This design comes from an exercise in tuning for small area and a short achievable clock period on the open sky130 flow, not from production work.
Function was checked by simulation only, so behaviour that the tests miss may differ from the original.
Power figures rest on the tool's default switching activity, not on a simulated workload.

==> flow/design.v (outline; a module is shown in full before it is edited, if it fits) <==
// module muitiplier: 2224 lines
// module mul_fa: 4 lines
// module mul_ha: 4 lines
module muitiplier(
    input clk,rstn,
    input pipeline_muitiplier_flush,
    input pipeline_muitiplier_stall,
    input [4:0] pipeline_muitiplier_subtype,
    input [31:0] pipeline_muitiplier_din1,
    input [31:0] pipeline_muitiplier_din2,
    output [31:0] muitiplier_pipeline_dout
);
  // ...
==> flow/flow/run.sh <==
#!/bin/bash
# The standard ORFS layout (standard.sh) with three changes:
#  - every port still gets a buffer, but a buf_2 instead of the slow
#    clkdlybuf4s50_1 that buffer_ports picks by default;
#  - clock tree synthesis without dummy loads;
#  - timing repair aims for the setup slack in SETUP_SLACK_MARGIN below.
set -euo pipefail
export BUFFER_PORTS_ARGS="-buffer_cell sky130_fd_sc_hd__buf_2"
export CTS_ARGS="-sink_clustering_enable -repair_clock_nets -dont_use_dummy_load -buf_list {sky130_fd_sc_hd__clkbuf_4 sky130_fd_sc_hd__clkbuf_8}"
export SETUP_SLACK_MARGIN=5.6
bash standard.sh > standard_flow.log 2>&1
==> flow/standard.sh <==
#!/bin/bash
# synth_recipe.tcl (not shown) runs the flow's synth.tcl, then flattens the netlist and writes it again
# the make line also repeats each setting of config.mk as NAME=value (left out here)
make -C /OpenROAD-flow-scripts/flow DESIGN_CONFIG=/design/flow/config.mk WORK_HOME=/design/flow/orfs CLKGATE_MAP_FILE= SYNTH_SCRIPT=/design/flow/synth_recipe.tcl "${@:-finish}"
==> flow/config.mk <==
export PLATFORM = sky130hd
export DESIGN_NAME = muitiplier
export DESIGN_NICKNAME = muitiplier
export VERILOG_FILES = /design/flow/design.v
export SDC_FILE = /design/flow/constraint.sdc
export NUM_CORES = 4
export LEC_CHECK = 0
export ABC_AREA = 0
export CAP_MARGIN = 20
export CORE_MARGIN = 2
export CORE_UTILIZATION = 55
export SLEW_MARGIN = 45
export SYNTH_HIERARCHICAL = 1
==> flow/constraint.sdc <==
create_clock -name core_clock -period 12.0 [get_ports {clk}]
set_input_delay 2.4000 -clock core_clock [delete_from_list [all_inputs] [get_ports {clk}]]
set_output_delay 2.4000 -clock core_clock [all_outputs]
set_load 0.01 [all_outputs]
==> impl_metrics.toml, run 1 <==
[sta]
setup_ws_ns = 5.33
fin_crit_ns = 6.67
setup_tns_ns = 0
fmax_mhz = 150
post-route-period-util_pct = 55.6

[place]
placed_cells = 3145
dp_hpwl_um = 65900
dpl_cell_area_mm2 = 0.0283

[synth]
synth_common_cells = "xnor2_1 (517), fa_1 (469), a22oi_1 (465)"
synth_top_family_by_area = "adder cells"
yosysTopAreaCellShare_pct = 34.2
synthMuxAreaShare_pct = 0.875
synth_compound_area_share_pct = 16.5
synth_seq_cells = 118
synthFlopType = "edfxtp_1"
seq_area_frac_synth_pct = 12.8

[layout]
buffers_excl_clock = 220
drive_gt1_share_pct = 14.7
multi_input_area_share_pct = 77.9
syn2layout_area_growth_pct = 8.99
largest_class = "multi-input gates"

[min_path]
holdPathStages = 3
min_to = "zero"

[routing]
met1Wirelength_um = 38400
wl_per_cell_um = 32.2
dr.max_layer_used = "met4"
drtPass1Iterations = 6
drc = 0
via_per_inst = 6.98

[power]
vdd_drop_max_uv = 190
power_density_mw_per_mm2 = 328
p_leak_uw = 0.0111
powerSeq_uw = 1350

[setup_path]
reg2reg_depth = 3
worstPathRequired_ns = 9.60

[global_routing]
met3_usage_pct = 11.6
antenna_found_initial = 2

[clock_network]
hold_buffers = 0
insertion_delay_ns = 0.51
post_cts_buffers = 19

[outcome]
status = "no timing/DRC/antenna violations"

[die]
start_util_pct = 55.9
chipWidth_um = 227
==> run 2: changes to the inputs <==
--- a/flow/config.mk
+++ b/flow/config.mk
@@ -6,8 +6,8 @@
 export NUM_CORES = 4
 export LEC_CHECK = 0
-export ABC_AREA = 0
+export ABC_AREA = 1
 export CAP_MARGIN = 20
 export CORE_MARGIN = 2
 export CORE_UTILIZATION = 55
-export SLEW_MARGIN = 45
+export SLEW_MARGIN = 20
 export SYNTH_HIERARCHICAL = 1
==> run 2 against run 1 <==
Against the previous run:
- sequential power grew 4%
- clock power shrank 1%
- non-clock buffer count shrank 23
- sequential share of layout area grew 0.63 points
- die area shrank 2.9%
- critical path type is now primary input to flip-flop
- critical endpoint is now r0[33]
- via count grew 3.5%
- maximum frequency grew 4.2%
- cell count grew 0.50%
- total power grew 0.13%
- largest power group unchanged
- still clean on timing, DRC and antenna
==> impl_metrics.toml, run 2 <==
[synth]
syn-num-nets = 3359
synth_cell_types = 44
netlist_instances = 2653
syn_avg_cell_area_um2 = 10.0
yosys_warnings = 7
synth_common_cells = "xor2_1 (506), o22ai_1 (505), fa_1 (469)"
netlist_area_mm2 = 0.0267
synthFlopType = "edfxtp_1"
yosys.area.top_type = "fa_1"
async_reset_ff_share_pct = 0
yosysTopAreaCellShare_pct = 35.2
yosysMostFrequentCell = "xor2_1"
seq_area_frac_synth_pct = 13.2
synth-edff-count = 116
synth_seq_cells = 118
synth_area_leaders = "fa_1 (35%), xor2_1 (17%), edfxtp_1 (13%)"

[setup_path]
cp_data_arrival_time_ns = 6.65
cp_max_fo = 32
reg2reg_depth = 2
worstSetupEndpointType = "flip-flop"
worstPathRequired_ns = 12.25
crit_type = "primary input to flip-flop"
critPathLaunch = "pipeline_muitiplier_din1[17]"
reg2reg_slack_ns = 10.31
cp-start-kind = "primary input"
r2r-start = "zero"
r2r_end = "zero"
setup.worst_path.end = "r0[33]"

[place]
dp_hpwl_um = 70800
placed_cells = 3194
portBuffers = 104
gp_congestion = 0.979

[sta]
finalHoldViolCount = 0
fin_crit_ns = 6.40
skew_ns = 0
setup_tns_ns = 0
post-route-period-util_pct = 53.3
fmax_mhz = 156
tightest_slew_ns = 1.11
slew_viol_final = 0
setup_viol = 0
slew_headroom_pct = 26.1
rsz0062_at_grt = "true"

[global_routing]
grt_pass1_vias = 23900
grt_pass1_wl_um = 159000
grt_overflow_total = 0
global_route.usage.total_pct = 44.2
antenna_found_initial = 4
grt_max_degree = 64

[min_path]
holdPathStages = 3
hold_class = "flip-flop to flip-flop"

[clock_network]
clockBufferDepth = 2
clkSlewWorstSetupHoldPaths_ns = 0.08
h-tree-depth = 4
insertion_delay_ns = 0.51
hold_buffers = 0
cts.sinks = 118
numCtsBuffers = 17
clock-root-buffer = "clkbuf_8"
cts_tree = "done"

[layout]
syn2layout_area_growth_pct = 6.57
fin_nets = 3321
layout_common_cells = "xor2_1 (505), o22ai_1 (505), fa_1 (469), ha_1 (161), nand2_1 (120)"
stdcell_count = 3229
largestRegisters = "r0: 51 flops, r1: 51 flops, rl: 14 flops"
drive_gt1_share_pct = 12.5

[power]
power_density_mw_per_mm2 = 346
p_leak_uw = 0.0120
vdd_drop_max_uv = 244

[outcome]
status = "no timing/DRC/antenna violations"

[routing]
wl_per_cell_um = 34.1
routed-via-count = 23200
drtPass1Iterations = 6
ant_nets = 0
drt_iter0_markers = 3213
drc = 0
via_per_inst = 7.19
routed_wirelength_um = 110000

[die]
io_pins = 105
dieArea_mm2 = 0.0502
rows = 80
chipWidth_um = 224
start_util_pct = 55.8
fp.coreArea_mm2 = 0.0477
die_y_um = 224

[flow_run]
cap_viol_max_count = 0
==> run 2: cell types whose count changed after synthesis, sizes merged, moves of 24 or more <==
cell	change
o22ai	+505
nand2	+44
nor2	+65
clkbuf	-79
mux2i	-24
nand2b	-33
xnor2	-473
xor2	+451
inv	+80
a22oi	-464
==> run 2: worst min-delay path by stage <==
stage	startpoint	end	slack (ns)
finish	hi	hi	0.81
global placement	hi	hi	0.78
CTS	hi	hi	0.81
detailed placement	hi	hi	0.79
global route	hi	hi	0.85
floorplan	zero	zero	0.71
==> run 2: cell families after synthesis <==
family          synth area share [%]
compound gates                  15.0
fa+ha+maj                       42.9
xor+xnor                        18.1
buf+inv                         5.72
simple gates                    5.05
flops                           13.2
other cells                   0.0141
==> run 2: power breakdown <==
part	internal, uW	leakage (uW)	total, uW	switching [uW]
sequential	1300	0.00115	1400	102
clock	124	0.000122	294	170
combinational	3430	0.0108	8130	4700
total	4850	0.0120	9830	4970
==> run 2: repair_timing <==
action                     CTS  global route
setup buffers                5            10
pin swaps                    6            18
gates cloned                 1             1
gates resized for setup     25            75
setup endpoints to repair   46            41
==> run 2: cell type report <==
cell class	instances	area, um2
clock buffer	17	234
inverter	136	546
tap	615	769
antenna	1	2.50
sequential	118	3520
fill	4049	19300
timing repair buffer	197	1420
multi-input combinational	2145	21900
==> run 2: stage by stage <==
step	setup WS, ns	total power [uW]	cell area (um2)	utilization [%]	hold slack [ns]
after floorplan	5.60	6220	26700	-	0.711
after global placement	4.77	8820	27600	57.9	0.781
after detailed placement	4.74	9080	27600	57.9	0.792
after CTS	5.61	9440	28000	58.7	0.809
after global routing	5.58	10600	28400	59.5	0.845
final	5.60	9830	28400	59.5	0.807
==> run 2: routing by layer <==
metal | routed length (um) | track usage [%] | vias up
li1 | - | - | 9031
met1 | 40100 | 56.7 | 11500
met2 | 45800 | 63.2 | 2171
met3 | 16400 | 17.2 | 533
met4 | 8040 | 26.7 | 0
met5 | 0 | 0 | -
==> run 2: modules after synthesis (local to each module, per instance) <==
module,flops+latches,cells inside,times used,cell area (um2)
mul_fa,0,1,469,20.0
muitiplier,118,2079,1,16000
mul_ha,0,1,105,12.5
==> run 2: worst max-delay path, stage by stage <==
cell and delay (ns):
buf_2 0.14, inv_2 0.80, o22ai_1 0.23, xor2_1 0.25, fa_1 0.47, fa_1 0.55, fa_1 0.47, fa_1 0.41
fa_1 0.51, fa_1 0.41
==> run 3: changes to the inputs <==
==> flow/flow/run.sh (replaced) <==
#!/bin/bash
# The standard ORFS layout (standard.sh) with three changes:
#  - every port still gets a buffer, but a buf_4 instead of the slow
#    clkdlybuf4s50_1 that buffer_ports picks by default;
#  - clock tree synthesis without dummy loads;
#  - timing repair aims for the setup slack in SETUP_SLACK_MARGIN below.
set -euo pipefail
export BUFFER_PORTS_ARGS="-buffer_cell sky130_fd_sc_hd__buf_4"
export CTS_ARGS="-sink_clustering_enable -repair_clock_nets -dont_use_dummy_load -buf_list {sky130_fd_sc_hd__clkbuf_4 sky130_fd_sc_hd__clkbuf_8}"
export SETUP_SLACK_MARGIN=5.6
bash standard.sh > standard_flow.log 2>&1
==> run 3 against run 2 <==
Against the previous run:
- synthesized cell count is the same
- synthesized area stayed put
- count of clock-buffer cells in the layout unchanged
- routed wire length decreased by 0.83%
- highest routed layer is now met5
- combinational power decreased by 3.1%
- worst hold slack improved by 0.28 ns
- clock skew stayed put
- largest cell class unchanged
- still clean on timing, DRC and antenna
==> impl_metrics.toml, run 3 <==
[routing]
routed-via-count = 23100
drc = 0
routed_wirelength_um = 109000
drtPass1Iterations = 11
ant_nets = 0
wl_per_cell_um = 34.0
via_per_inst = 7.19
drt_iter0_markers = 3396

[setup_path]
r2r-start = "zero"
critical_path.top_delay_family = "adder cells"
cp_max_fo = 25
cp_data_arrival_time_ns = 6.68
crit_top_cell = "fa_1"
worstSetupEndpointType = "flip-flop"
critPathLaunch = "pipeline_muitiplier_din1[23]"
cp_cell_sequence = "buf_4 -> clkinv_1 -> buf_4 -> o22ai_1 -> xor2_1 -> fa_1 -> fa_1 -> fa_1 -> fa_1 -> fa_1 -> fa_1"
crit_buf_inv = 3
cp-start-kind = "primary input"
crit_type = "primary input to flip-flop"
worstPathRequired_ns = 12.25
cp_slowest_cell = "fa_1"
slowest_delay_ns = 0.57

[sta]
fin_crit_ns = 6.44
slew_headroom_pct = 26.8
slew_viol_final = 0
fmax_mhz = 155
rsz0062_at_grt = "true"
fin_hold_ws_ns = 1.09
finalHoldViolCount = 0
post-route-period-util_pct = 53.7
skew_ns = 0
tightest_slew_ns = 1.10
setup_tns_ns = 0
setup_viol = 0

[clock_network]
insertion_delay_ns = 0.52
numCtsBuffers = 17
cts_tree = "done"
h-tree-depth = 4
clock-root-buffer = "clkbuf_8"
clockBufferDepth = 2
cts.sinks = 118
clkSlewWorstSetupHoldPaths_ns = 0.09
hold_buffers = 0

[power]
seqPwrFrac_pct = 14.7
switching_share_pct = 50.4
p_leak_uw = 0.0120
pwr-share-clk_pct = 3.0
power_density_mw_per_mm2 = 337
p_int_uw = 4760
pwr-share-comb_pct = 82.2
power_switching_uw = 4830
vdd_drop_max_uv = 219

[synth]
async_reset_ff_share_pct = 0
yosysTopAreaCellShare_pct = 35.2
yosys_warnings = 7
yosysMostFrequentCell = "xor2_1"
synth_common_cells = "xor2_1 (506), o22ai_1 (505), fa_1 (469)"
synth_seq_cells = 118
netlist_instances = 2653
yosys.area.top_type = "fa_1"
seq_area_frac_synth_pct = 13.2
netlist_area_mm2 = 0.0267
syn_avg_cell_area_um2 = 10.0
syn-num-nets = 3359
synth_area_leaders = "fa_1 (35%), xor2_1 (17%), edfxtp_1 (13%)"
synth_cell_types = 44
synthFlopType = "edfxtp_1"
synth-edff-count = 116

[global_routing]
grt_max_degree = 62
grt_overflow_total = 0
grt_pass1_wl_um = 159000
antenna_found_initial = 3
global_route.usage.total_pct = 44.1
grt_pass1_vias = 23900

[die]
rows = 80
io_pins = 105
die_y_um = 224
chipWidth_um = 224
start_util_pct = 55.8
dieArea_mm2 = 0.0502
fp.coreArea_mm2 = 0.0477

[layout]
final_common_cell = "xor2_1"
ff_latch_area_mm2 = 0.00352
largestRegisters = "r0: 51 flops, r1: 51 flops, rl: 14 flops"
stdcell_area_mm2 = 0.0285
multi_input_area_mm2 = 0.0219
nFillCells = 4081
fin_nets = 3306
drive_gt1_share_pct = 11.7
layout_common_cells = "xor2_1 (505), o22ai_1 (504), fa_1 (468), ha_1 (164), buf_4 (151)"
syn2layout_area_growth_pct = 6.88

[place]
dp_hpwl_um = 70700
gp_congestion = 0.980
portBuffers = 104
dpl_cell_area_mm2 = 0.0279

[flow_run]
cap_viol_max_count = 0

[outcome]
status = "no timing/DRC/antenna violations"

[min_path]
min_from = "hi"
hold_class = "flip-flop to flip-flop"
==> run 3: what timing repair did <==
action / CTS / global route
endpoints found under the setup margin: 49 / 35
buffers inserted: 3 / 1
resized for setup: 26 / 73
pin swaps: 2 / 7
cloned: 1 / 0
==> run 3: through the flow <==
stage                     setup WS [ns]  total power, uW  utilization, %  cells
after global routing               5.55            10300            59.7   3214
after floorplan                    5.60             6220               -   2653
final                              5.56             9590            59.7   3215
after CTS                          5.58             9330            59.1   3212
after detailed placement           4.63             8990            58.4   3191
after global placement             4.76             8720            58.4   3191
==> run 3: cells by family after synthesis <==
| family | count (synthesis) | share of synthesized area, % |
|---|---|---|
| AOI/OAI and AO/OA | 650 | 15.0 |
| adders and majority gates | 633 | 42.9 |
| xor gates and xnor gates | 550 | 18.1 |
| buffers and inverters | 390 | 5.72 |
| and+or+nand+nor | 311 | 5.05 |
| DFF | 118 | 13.2 |
| other | 1 | 0.0141 |
==> run 3: per-module statistics from Yosys, one instance, submodules excluded <==
module | cells inside | times used | cell area (um2) | flip-flops and latches
mul_ha | 1 | 105 | 12.5 | 0
mul_fa | 1 | 469 | 20.0 | 0
muitiplier | 2079 | 1 | 16000 | 118
==> run 3: final cells by class <==
class	instances	share of cell area [%]
Antenna cell	2	0.0176
Clock buffer	17	0.821
Inverter	136	1.91
Multi-Input combinational cell	2146	76.8
Sequential cell	118	12.4
Tap cell	615	2.70
Timing Repair Buffer	181	5.36
==> run 3: metal layers <==
metal | GRT usage, % | routed length (um)
met5 | 0 | 13
met1 | 56.8 | 39400
met3 | 17.6 | 16600
met2 | 62.0 | 45400
met4 | 27.1 | 7940
==> run 3: worst min-delay path: stages (launching register included) <==
cell and delay (ns):
dfxtp_1 0.68, o21ai_0 0.32, nor2_1 0.05
==> run 3: worst paths after layout <==
| check | endpoint | slack, ns | cells after the start |
|---|---|---|---|
| max | r0[37] | 5.56 | 11 |
| min | hi | 1.09 | 2 |
| max reg2reg | zero | 10.26 | 2 |
| min reg2reg | hi | 1.09 | 2 |
==> run 3: power groups by stage <==
stage	combinational, uW	sequential, uW	clock, uW
finish	7880	1410	292
global route	8610	1420	309
CTS	7630	1410	293
detailed placement	7570	1420	0
global placement	7300	1420	0
floorplan	4880	1350	0
==> run 4: changes to the inputs <==
==> flow/flow/run.sh (replaced) <==
#!/bin/bash
# The standard ORFS layout (standard.sh) with three changes:
#  - every port still gets a buffer, but a buf_2 instead of the slow
#    clkdlybuf4s50_1 that buffer_ports picks by default;
#  - clock tree synthesis without dummy loads;
#  - timing repair aims for the setup slack in SETUP_SLACK_MARGIN below.
set -euo pipefail
export BUFFER_PORTS_ARGS="-buffer_cell sky130_fd_sc_hd__buf_2"
export CTS_ARGS="-sink_clustering_enable -repair_clock_nets -dont_use_dummy_load -sink_clustering_size 30 -sink_clustering_max_diameter 120 -buf_list {sky130_fd_sc_hd__clkbuf_4 sky130_fd_sc_hd__clkbuf_8}"
export SETUP_SLACK_MARGIN=5.6
bash standard.sh > standard_flow.log 2>&1
--- a/flow/config.mk
+++ b/flow/config.mk
@@ -10,4 +10,4 @@
 export CORE_MARGIN = 2
 export CORE_UTILIZATION = 55
-export SLEW_MARGIN = 20
+export SLEW_MARGIN = 45
 export SYNTH_HIERARCHICAL = 1
==> run 4 against run 3 <==
Against the previous run:
- highest routed layer unchanged
- total power increased by 1.7%
- critical endpoint is now r0[34]
- non-clock buffer count increased by 15
- synthesized cell count unchanged
- worst hold slack got worse by 0.28 ns
- cell count increased by 0.40%
- sequential power about the same
==> impl_metrics.toml, run 4 <==
[outcome]
status = "no timing/DRC/antenna violations"

[power]
pwr-share-comb_pct = 82.6
switching_share_pct = 50.6
pwr-share-clk_pct = 3.0
finalPower_uw = 9750
seqPwrFrac_pct = 14.4
p_leak_uw = 0.0120
p_int_uw = 4810
power_switching_uw = 4940
power_density_mw_per_mm2 = 344
vdd_drop_max_uv = 281

[sta]
fmax_mhz = 157
slew_viol_final = 0
finalHoldViolCount = 0
fin_crit_ns = 6.38
tightest_slew_ns = 0.805
rsz0062_at_grt = "false"
setup_viol = 0
skew_ns = 0
slew_headroom_pct = 46.3
setup_ws_ns = 5.62
setup_tns_ns = 0
post-route-period-util_pct = 53.2

[synth]
yosysTopAreaCellShare_pct = 35.2
netlist_instances = 2653
async_reset_ff_share_pct = 0
yosys_warnings = 7
syn-num-nets = 3359
netlist_area_mm2 = 0.0267
seq_area_frac_synth_pct = 13.2
synth_seq_cells = 118
yosys.area.top_type = "fa_1"
synth_area_leaders = "fa_1 (35%), xor2_1 (17%), edfxtp_1 (13%)"
synth_common_cells = "xor2_1 (506), o22ai_1 (505), fa_1 (469)"
synth_cell_types = 44
synthFlopType = "edfxtp_1"
yosysMostFrequentCell = "xor2_1"
syn_avg_cell_area_um2 = 10.0
synth-edff-count = 116

[setup_path]
worstSetupEndpointType = "flip-flop"
crit_type = "primary input to flip-flop"
cp-start-kind = "primary input"
cp_data_arrival_time_ns = 6.63
r2r_end = "zero"
worstPathRequired_ns = 12.25
reg2reg_depth = 2
cp_max_fo = 33
setup.worst_path.end = "r0[34]"
critPathLaunch = "pipeline_muitiplier_din2[15]"
reg2reg_slack_ns = 10.34
r2r-start = "zero"

[clock_network]
insertion_delay_ns = 0.52
cts_tree = "done"
clockBufferDepth = 2
cts.sinks = 118
hold_buffers = 0
numCtsBuffers = 17
h-tree-depth = 4
clock-root-buffer = "clkbuf_8"
clkSlewWorstSetupHoldPaths_ns = 0.08

[layout]
final_common_cell = "xor2_1"
syn2layout_area_growth_pct = 6.41
final_util_pct = 59.4
drive_gt1_share_pct = 12.2
layout_common_cells = "xor2_1 (506), o22ai_1 (505), fa_1 (469), ha_1 (162), nand2_1 (121)"
largestRegisters = "r0: 51 flops, r1: 51 flops, rl: 14 flops"
fin_nets = 3320

[global_routing]
grt_max_degree = 64
grt_overflow_total = 0
grt_pass1_wl_um = 159000
antenna_found_initial = 4
global_route.usage.total_pct = 44.1
grt_pass1_vias = 24100

[min_path]
hold_class = "flip-flop to flip-flop"
holdPathStages = 3

[die]
io_pins = 105
dieArea_mm2 = 0.0502
start_util_pct = 55.8
chipWidth_um = 224
die_y_um = 224
rows = 80
fp.coreArea_mm2 = 0.0477

[place]
dp_hpwl_um = 70900
portBuffers = 104
pre_cts_ws_ns = 4.76
gp_congestion = 0.979

[flow_run]
cap_viol_max_count = 0

[routing]
drtPass1Iterations = 9
ant_nets = 0
via_per_inst = 7.19
drt_iter0_markers = 3073
routed-via-count = 23200
routed_wirelength_um = 110000
wl_per_cell_um = 34.2
drc = 0
run 4: cell counts after synthesis:
No cell type changed its count.
run 4: repair_timing:
action                                  4_1_cts  5_1_grt
pin swaps                                     5       12
setup buffers                                 2       11
endpoints found under the setup margin       35       40
gates cloned                                  0        2
gates resized for setup                      20       55
run 4: worst max-delay path: stages:
cell     delay, ns
buf_2         0.12
ha_1          0.31
inv_1         0.08
buf_6         0.39
o22ai_1       0.18
xor2_1        0.20
fa_1          0.49
fa_1          0.60
fa_1          0.46
fa_1          0.41
fa_1          0.53
fa_1          0.42
run 4: layout make-up:
class | count | area [um2]
antenna | 1 | 2.50
sequential | 118 | 3520
clock buffer | 17 | 234
inverter | 136 | 552
timing repair buffer | 196 | 1420
tap | 615 | 769
multi-input combinational | 2145 | 21900
fill | 4101 | 19400
run 4: cells by family (layout without fill, tap and decap cells):
logic type | after synthesis | after routing | share of synthesized area, %
compound gates | 650 | 650 | 15.0
fa+ha+maj | 633 | 633 | 42.9
xor+xnor | 550 | 550 | 18.1
buf+inv | 390 | 349 | 5.72
simple gates | 311 | 311 | 5.05
flops | 118 | 118 | 13.2
other cells | 1 | 2 | 0.0141
run 4: power by group through the flow:
stage	Clock, uW	Combinational [uW]	Sequential (uW)
after floorplan	0	4880	1350
final	291	8060	1400
after global placement	0	7420	1400
after global routing	306	8760	1410
after CTS	293	7720	1400
after detailed placement	0	7650	1400
run 4: Yosys stat by module (local to each module, per instance):
module / cells / flops+latches / copies in the design
muitiplier: 2079 / 118 / 1
mul_ha: 1 / 0 / 105
mul_fa: 1 / 0 / 469
run 4: layer usage:
| layer | track usage (%) | up-vias | wire (um) |
|---|---|---|---|
| met5 | 0 | - | 30 |
| met4 | 25.8 | 4 | 7730 |
| met3 | 16.0 | 547 | 15900 |
| met2 | 63.8 | 2126 | 46200 |
| met1 | 57.1 | 11500 | 40400 |
| li1 | - | 9040 | - |
run 4: how the worst min path moves through the flow:
stage	slack, ns	from	end
finish	0.81	hi	hi
global route	0.87	hi	hi
CTS	0.82	hi	hi
detailed placement	0.81	hi	hi
global placement	0.78	hi	hi
floorplan	0.71	zero	zero
run 4: metrics by stage:
step | area [um2] | std cells | hold slack, ns
3_5_place_dp | 27700 | 3195 | 0.807
6_report | 28400 | 3228 | 0.809
2_1_floorplan | 26700 | 2653 | 0.711
4_1_cts | 28000 | 3214 | 0.817
5_1_grt | 28400 | 3227 | 0.871
3_3_place_gp | 27600 | 3194 | 0.781

==> static timing again, ports no longer ideal <==
Ports are ideal in the flow. The routed layouts listed here were re-timed in OpenROAD.
Step 1, drivers: a clkbuf_16 drives clk and a buf_2 each remaining input, both assumed.
Step 2 moves the port delays by t, midway between the first and last clock arrival at a register: inputs arrive t later, outputs are due t later. That takes back most of the time a late clock gives input paths.
Slacks: no drivers / after step 1 / after step 2; pairs: no drivers / after step 1.
| run | t (ns) | setup slack, ns | latest minus earliest clock arrival (ns) | slew at the worst register clock pin (ns) | worst data-port slew with drivers (ns) |
|---|---|---|---|---|---|
| run 1 | 0.575 | 5.329 / 5.273 / 5.099 | 0.032 / 0.031 | 0.09 / 0.09 | 0.10 |
| run 2 | 0.557 | 5.598 / 5.628 / 5.071 | 0.029 / 0.028 | 0.08 / 0.08 | 0.04 |
| run 3 | 0.567 | 5.561 / 5.598 / 5.032 | 0.029 / 0.029 | 0.09 / 0.09 | 0.07 |
| run 4 | 0.568 | 5.620 / 5.647 / 5.079 | 0.028 / 0.029 | 0.08 / 0.08 | 0.05 |
After both steps setup and hold are still met in every run listed. The setup slack of run 4, which loses most, moves by +0.027 ns with the drivers and by -0.541 ns with both steps.
